Source: an optimization exercise on an open RTL-to-GDS flow (aim: small area, a short achievable clock period and few clock cycles per item). Production flows keep margins and buffers that such runs may drop. The RTL was checked by simulation tests, not by an equivalence proof against the original design.

==> inputs of job 9802 <==
Design sin, start of the top module:
module sin (
    input  logic        clk,
    input  logic        rst_n,
    input  logic [15:0] x,
    input  logic        start,
    output logic [15:0] result,
    output logic        done
);
clock: 9.5 ns
lec_check: 0
cap_margin: 20
core_margin: 2
core_utilization: 40
setup_slack_margin: 4.0
slew_margin: 20
synth_hierarchical: 1
synth_minimum_keep_size: 0
run.sh (not shown) runs the stock make flow with config.mk's settings and CLKGATE_MAP_FILE= SYNTH_SCRIPT=/design/flow/synth_recipe.tcl, a recipe that flattens the netlist after the stock synthesis.
==> job 9204 (differences from job 9802) <==
--- a/flow/design.v
+++ b/flow/design.v
@@ -551,138 +551,17 @@
 assign co = a & b;
 endmodule
 module sin_add31 (
     input  logic [30:0] a,
     input  logic [30:0] b,
     output logic [15:0] s
 );
-logic [30:0] p, g;
-assign p = a ^ b;
-assign g = a & b;
-wire gg1 = g[1] | (p[1] & g[0]);
-wire gg2 = g[3] | (p[3] & g[2]);
-wire pp2 = p[3] & p[2];
-wire gg3 = g[5] | (p[5] & g[4]);
-wire pp3 = p[5] & p[4];
-wire gg4 = g[7] | (p[7] & g[6]);
-wire pp4 = p[7] & p[6];
-wire gg5 = g[9] | (p[9] & g[8]);
-wire pp5 = p[9] & p[8];
-wire gg6 = g[11] | (p[11] & g[10]);
-wire pp6 = p[11] & p[10];
-wire gg7 = g[13] | (p[13] & g[12]);
-wire pp7 = p[13] & p[12];
-wire gg8 = g[15] | (p[15] & g[14]);
-wire pp8 = p[15] & p[14];
-wire gg9 = g[17] | (p[17] & g[16]);
-wire pp9 = p[17] & p[16];
-wire gg10 = g[19] | (p[19] & g[18]);
-wire pp10 = p[19] & p[18];
-wire gg11 = g[21] | (p[21] & g[20]);
-wire pp11 = p[21] & p[20];
-wire gg12 = g[23] | (p[23] & g[22]);
-wire pp12 = p[23] & p[22];
-wire gg13 = g[25] | (p[25] & g[24]);
-wire pp13 = p[25] & p[24];
-wire gg14 = g[27] | (p[27] & g[26]);
-wire pp14 = p[27] & p[26];
-wire gg15 = g[29] | (p[29] & g[28]);
-wire pp15 = p[29] & p[28];
-wire gg16 = g[2] | (p[2] & gg1);
-wire gg17 = gg2 | (pp2 & gg1);
-wire gg18 = g[6] | (p[6] & gg3);
-wire pp18 = p[6] & pp3;
-wire gg19 = gg4 | (pp4 & gg3);
-wire pp19 = pp4 & pp3;
-wire gg20 = g[10] | (p[10] & gg5);
-wire pp20 = p[10] & pp5;
-wire gg21 = gg6 | (pp6 & gg5);
-wire pp21 = pp6 & pp5;
-wire gg22 = g[14] | (p[14] & gg7);
-wire pp22 = p[14] & pp7;
-wire gg23 = gg8 | (pp8 & gg7);
-wire pp23 = pp8 & pp7;
-wire gg24 = g[18] | (p[18] & gg9);
-wire pp24 = p[18] & pp9;
-wire gg25 = gg10 | (pp10 & gg9);
-wire pp25 = pp10 & pp9;
-wire gg26 = g[22] | (p[22] & gg11);
-wire pp26 = p[22] & pp11;
-wire gg27 = gg12 | (pp12 & gg11);
-wire pp27 = pp12 & pp11;
-wire gg28 = g[26] | (p[26] & gg13);
-wire pp28 = p[26] & pp13;
-wire gg29 = gg14 | (pp14 & gg13);
-wire pp29 = pp14 & pp13;
-wire gg30 = g[30] | (p[30] & gg15);
-wire pp30 = p[30] & pp15;
-wire gg31 = g[4] | (p[4] & gg17);
-wire gg32 = gg3 | (pp3 & gg17);
-wire gg33 = gg18 | (pp18 & gg17);
-wire gg34 = gg19 | (pp19 & gg17);
-wire gg35 = g[12] | (p[12] & gg21);
-wire pp35 = p[12] & pp21;
-wire gg36 = gg7 | (pp7 & gg21);
-wire pp36 = pp7 & pp21;
-wire gg37 = gg22 | (pp22 & gg21);
-wire pp37 = pp22 & pp21;
-wire gg38 = gg23 | (pp23 & gg21);
-wire pp38 = pp23 & pp21;
-wire gg39 = g[20] | (p[20] & gg25);
-wire pp39 = p[20] & pp25;
-wire gg40 = gg11 | (pp11 & gg25);
-wire pp40 = pp11 & pp25;
-wire gg41 = gg26 | (pp26 & gg25);
-wire pp41 = pp26 & pp25;
-wire gg42 = gg27 | (pp27 & gg25);
-wire pp42 = pp27 & pp25;
-wire gg43 = g[28] | (p[28] & gg29);
-wire pp43 = p[28] & pp29;
-wire gg44 = gg15 | (pp15 & gg29);
-wire pp44 = pp15 & pp29;
-wire gg45 = gg30 | (pp30 & gg29);
-wire pp45 = pp30 & pp29;
-wire gg46 = g[8] | (p[8] & gg34);
-wire gg47 = gg5 | (pp5 & gg34);
-wire gg48 = gg20 | (pp20 & gg34);
-wire gg49 = gg21 | (pp21 & gg34);
-wire gg50 = gg35 | (pp35 & gg34);
-wire gg51 = gg36 | (pp36 & gg34);
-wire gg52 = gg37 | (pp37 & gg34);
-wire gg53 = gg38 | (pp38 & gg34);
-wire gg54 = g[24] | (p[24] & gg42);
-wire pp54 = p[24] & pp42;
-wire gg55 = gg13 | (pp13 & gg42);
-wire pp55 = pp13 & pp42;
-wire gg56 = gg28 | (pp28 & gg42);
-wire pp56 = pp28 & pp42;
-wire gg57 = gg29 | (pp29 & gg42);
-wire pp57 = pp29 & pp42;
-wire gg58 = gg43 | (pp43 & gg42);
-wire pp58 = pp43 & pp42;
-wire gg59 = gg44 | (pp44 & gg42);
-wire pp59 = pp44 & pp42;
-wire gg60 = gg45 | (pp45 & gg42);
-wire pp60 = pp45 & pp42;
-wire gg61 = g[16] | (p[16] & gg53);
-wire gg62 = gg9 | (pp9 & gg53);
-wire gg63 = gg24 | (pp24 & gg53);
-wire gg64 = gg25 | (pp25 & gg53);
-wire gg65 = gg39 | (pp39 & gg53);
-wire gg66 = gg40 | (pp40 & gg53);
-wire gg67 = gg41 | (pp41 & gg53);
-wire gg68 = gg42 | (pp42 & gg53);
-wire gg69 = gg54 | (pp54 & gg53);
-wire gg70 = gg55 | (pp55 & gg53);
-wire gg71 = gg56 | (pp56 & gg53);
-wire gg72 = gg57 | (pp57 & gg53);
-wire gg73 = gg58 | (pp58 & gg53);
-wire gg74 = gg59 | (pp59 & gg53);
-wire gg75 = gg60 | (pp60 & gg53);
-assign s = {p[30] ^ gg74, p[29] ^ gg73, p[28] ^ gg72, p[27] ^ gg71, p[26] ^ gg70, p[25] ^ gg69, p[24] ^ gg68, p[23] ^ gg67, p[22] ^ gg66, p[21] ^ gg65, p[20] ^ gg64, p[19] ^ gg63, p[18] ^ gg62, p[17] ^ gg61, p[16] ^ gg53, p[15] ^ gg52};
+logic [30:0] sum;
+assign sum = a + b;
+assign s = sum[30:15];
 endmodule
 module sin (
     input  logic        clk,
     input  logic        rst_n,
     input  logic [15:0] x,
     input  logic        start,
     output logic [15:0] result,
@@ -691,22 +570,19 @@
 logic [4:1]  st;
 logic [14:0] ra, bnext;
 logic [7:0]  b_one, b_two, n_one, n_two;
 logic [6:0]  b_neg, n_neg;
 logic [12:0] t1;
 logic [15:0] acc, p, m3;
 logic [2:0]  m3r;
-logic        zero, lng;
-assign zero = x[14:0] < 15'h0748;     
-assign lng  = x[14:0] >= 15'h2a96;    
 always_ff @(posedge clk or negedge rst_n) begin
     if (!rst_n) begin
         st <= 4'b0000;
     end else begin
-        st <= {st[3] & lng, st[2:1], done & start & ~zero};
+        st <= {st[3:1], done & start};
     end
 end
 assign done = ~|st;
 sin_coeff_lut lut (.x(x[14:0]), .m3(m3));
 assign acc = st[4] ? result : 16'h0000;
 sin_datapath datapath (.ma(ra), .b_one(b_one), .b_two(b_two), .b_neg(b_neg), .acc(acc), .p(p),
                        .a(ra), .t1(t1));
@@ -721,15 +597,14 @@
     ra    <= done ? x[14:0] : p[14:0];
     b_one <= n_one;
     b_two <= n_two;
     b_neg <= n_neg;
     m3r   <= m3[2:0];
 end
 always_ff @(posedge clk) begin
-    if (done & start & zero) result <= {1'b0, x[14:0]};
     if (st[1] | st[4]) result <= p;
     if (st[3])         result <= {1'b0, x[14:0]} - {1'b0, ra} - {13'b0, m3r};
 end
 endmodule
 module sin_booth_enc (
     input  logic [14:0] b,
     output logic [7:0]  one,
==> flow/config.mk (replaced) <==
export PLATFORM = sky130hd
export DESIGN_NAME = sin
export DESIGN_NICKNAME = sin
export VERILOG_FILES = /design/flow/design.v
export SDC_FILE = /design/flow/constraint.sdc
export NUM_CORES = 4
export LEC_CHECK = 0
export CAP_MARGIN = 20
export CORE_MARGIN = 2
export CORE_UTILIZATION = 40
export SETUP_SLACK_MARGIN = 5.0
export SLEW_MARGIN = 20
export SYNTH_HIERARCHICAL = 1
export SYNTH_MINIMUM_KEEP_SIZE = 0
==> comparison table <==
Final cell area excluding filler cells: job 9204 15,500 um2; job 9802 13,500 um2
Maximum number of pins on one net before global-route repair: job 9204 26; job 9802 43
Count of plain and timing-repair buffers in the layout: job 9204 177; job 9802 84
Non-clock inverter total of the final layout: job 9204 88; job 9802 93
Top fanout value on the critical path: job 9204 6; job 9802 13
Routed via count divided by cell count: job 9204 5.83; job 9802 5.81
Relative slew slack: job 9204 0.462; job 9802 0.327
Global-route usage over all layers: job 9204 0.252; job 9802 0.222
Die footprint: job 9204 30,900 um2; job 9802 30,900 um2
Post-CTS Resized: job 9204 176; job 9802 49
Cell area after placement: job 9204 12,600 um2; job 9802 12,400 um2
Total number of cells along the worst setup path: job 9204 16; job 9802 19
Syn_area_per_cell: job 9204 9.58 um2; job 9802 9.60 um2
Finished Layout Cells: job 9204 1,722; job 9802 1,630
Fmax: job 9204 200 MHz; job 9802 187 MHz
Status: job 9204 no timing/DRC/antenna violations; job 9802 no timing/DRC/antenna violations
Wire length after detailed routing: job 9204 38,500 um; job 9802 34,100 um
Routed len/inst: job 9204 22.4 um; job 9802 20.9 um
Worst reg2reg startpoint: job 9204 ra[12]; job 9802 ra[13]
DRT met1 WL: job 9204 16,000 um; job 9802 15,000 um
Flip-flop and latch share of the layout cell area: job 9204 0.0982; job 9802 0.112
Testbench counts of job 9802, summed over its fixed seeds: cycles 1,704, items 384.
Testbench counts of job 9204, summed over its fixed seeds: cycles 1,920, items 384.

==> afterwards: timing with drivers on the ports <==
The flow's constraints put no driver on any port. The routed layouts listed below were extracted and timed again, unchanged, in two steps.
Step 1 assumes that a clkbuf_16 drives the clock port and a buf_2 every other input.
Step 2 adds t to the input delays and takes it off the output delays; t is the mean of the earliest and latest rising clock arrival at the registers after step 1. Input paths then give back, and output paths get back, about the clock's delay inside the block.
Three values: no drivers, after step 1, after step 2; two values: the first two.
run | shift t [ns] | setup WS [ns] | hold WS [ns] | worst register clock-pin slew, ns
job 9802 | 0.366 | 4.155 / 4.155 / 4.155 | 0.485 / 0.485 / 0.485 | 0.05 / 0.05
job 9204 | 0.369 | 4.500 / 4.500 / 4.500 | 0.376 / 0.376 / 0.376 | 0.06 / 0.06
After both steps every run listed still meets setup and hold.
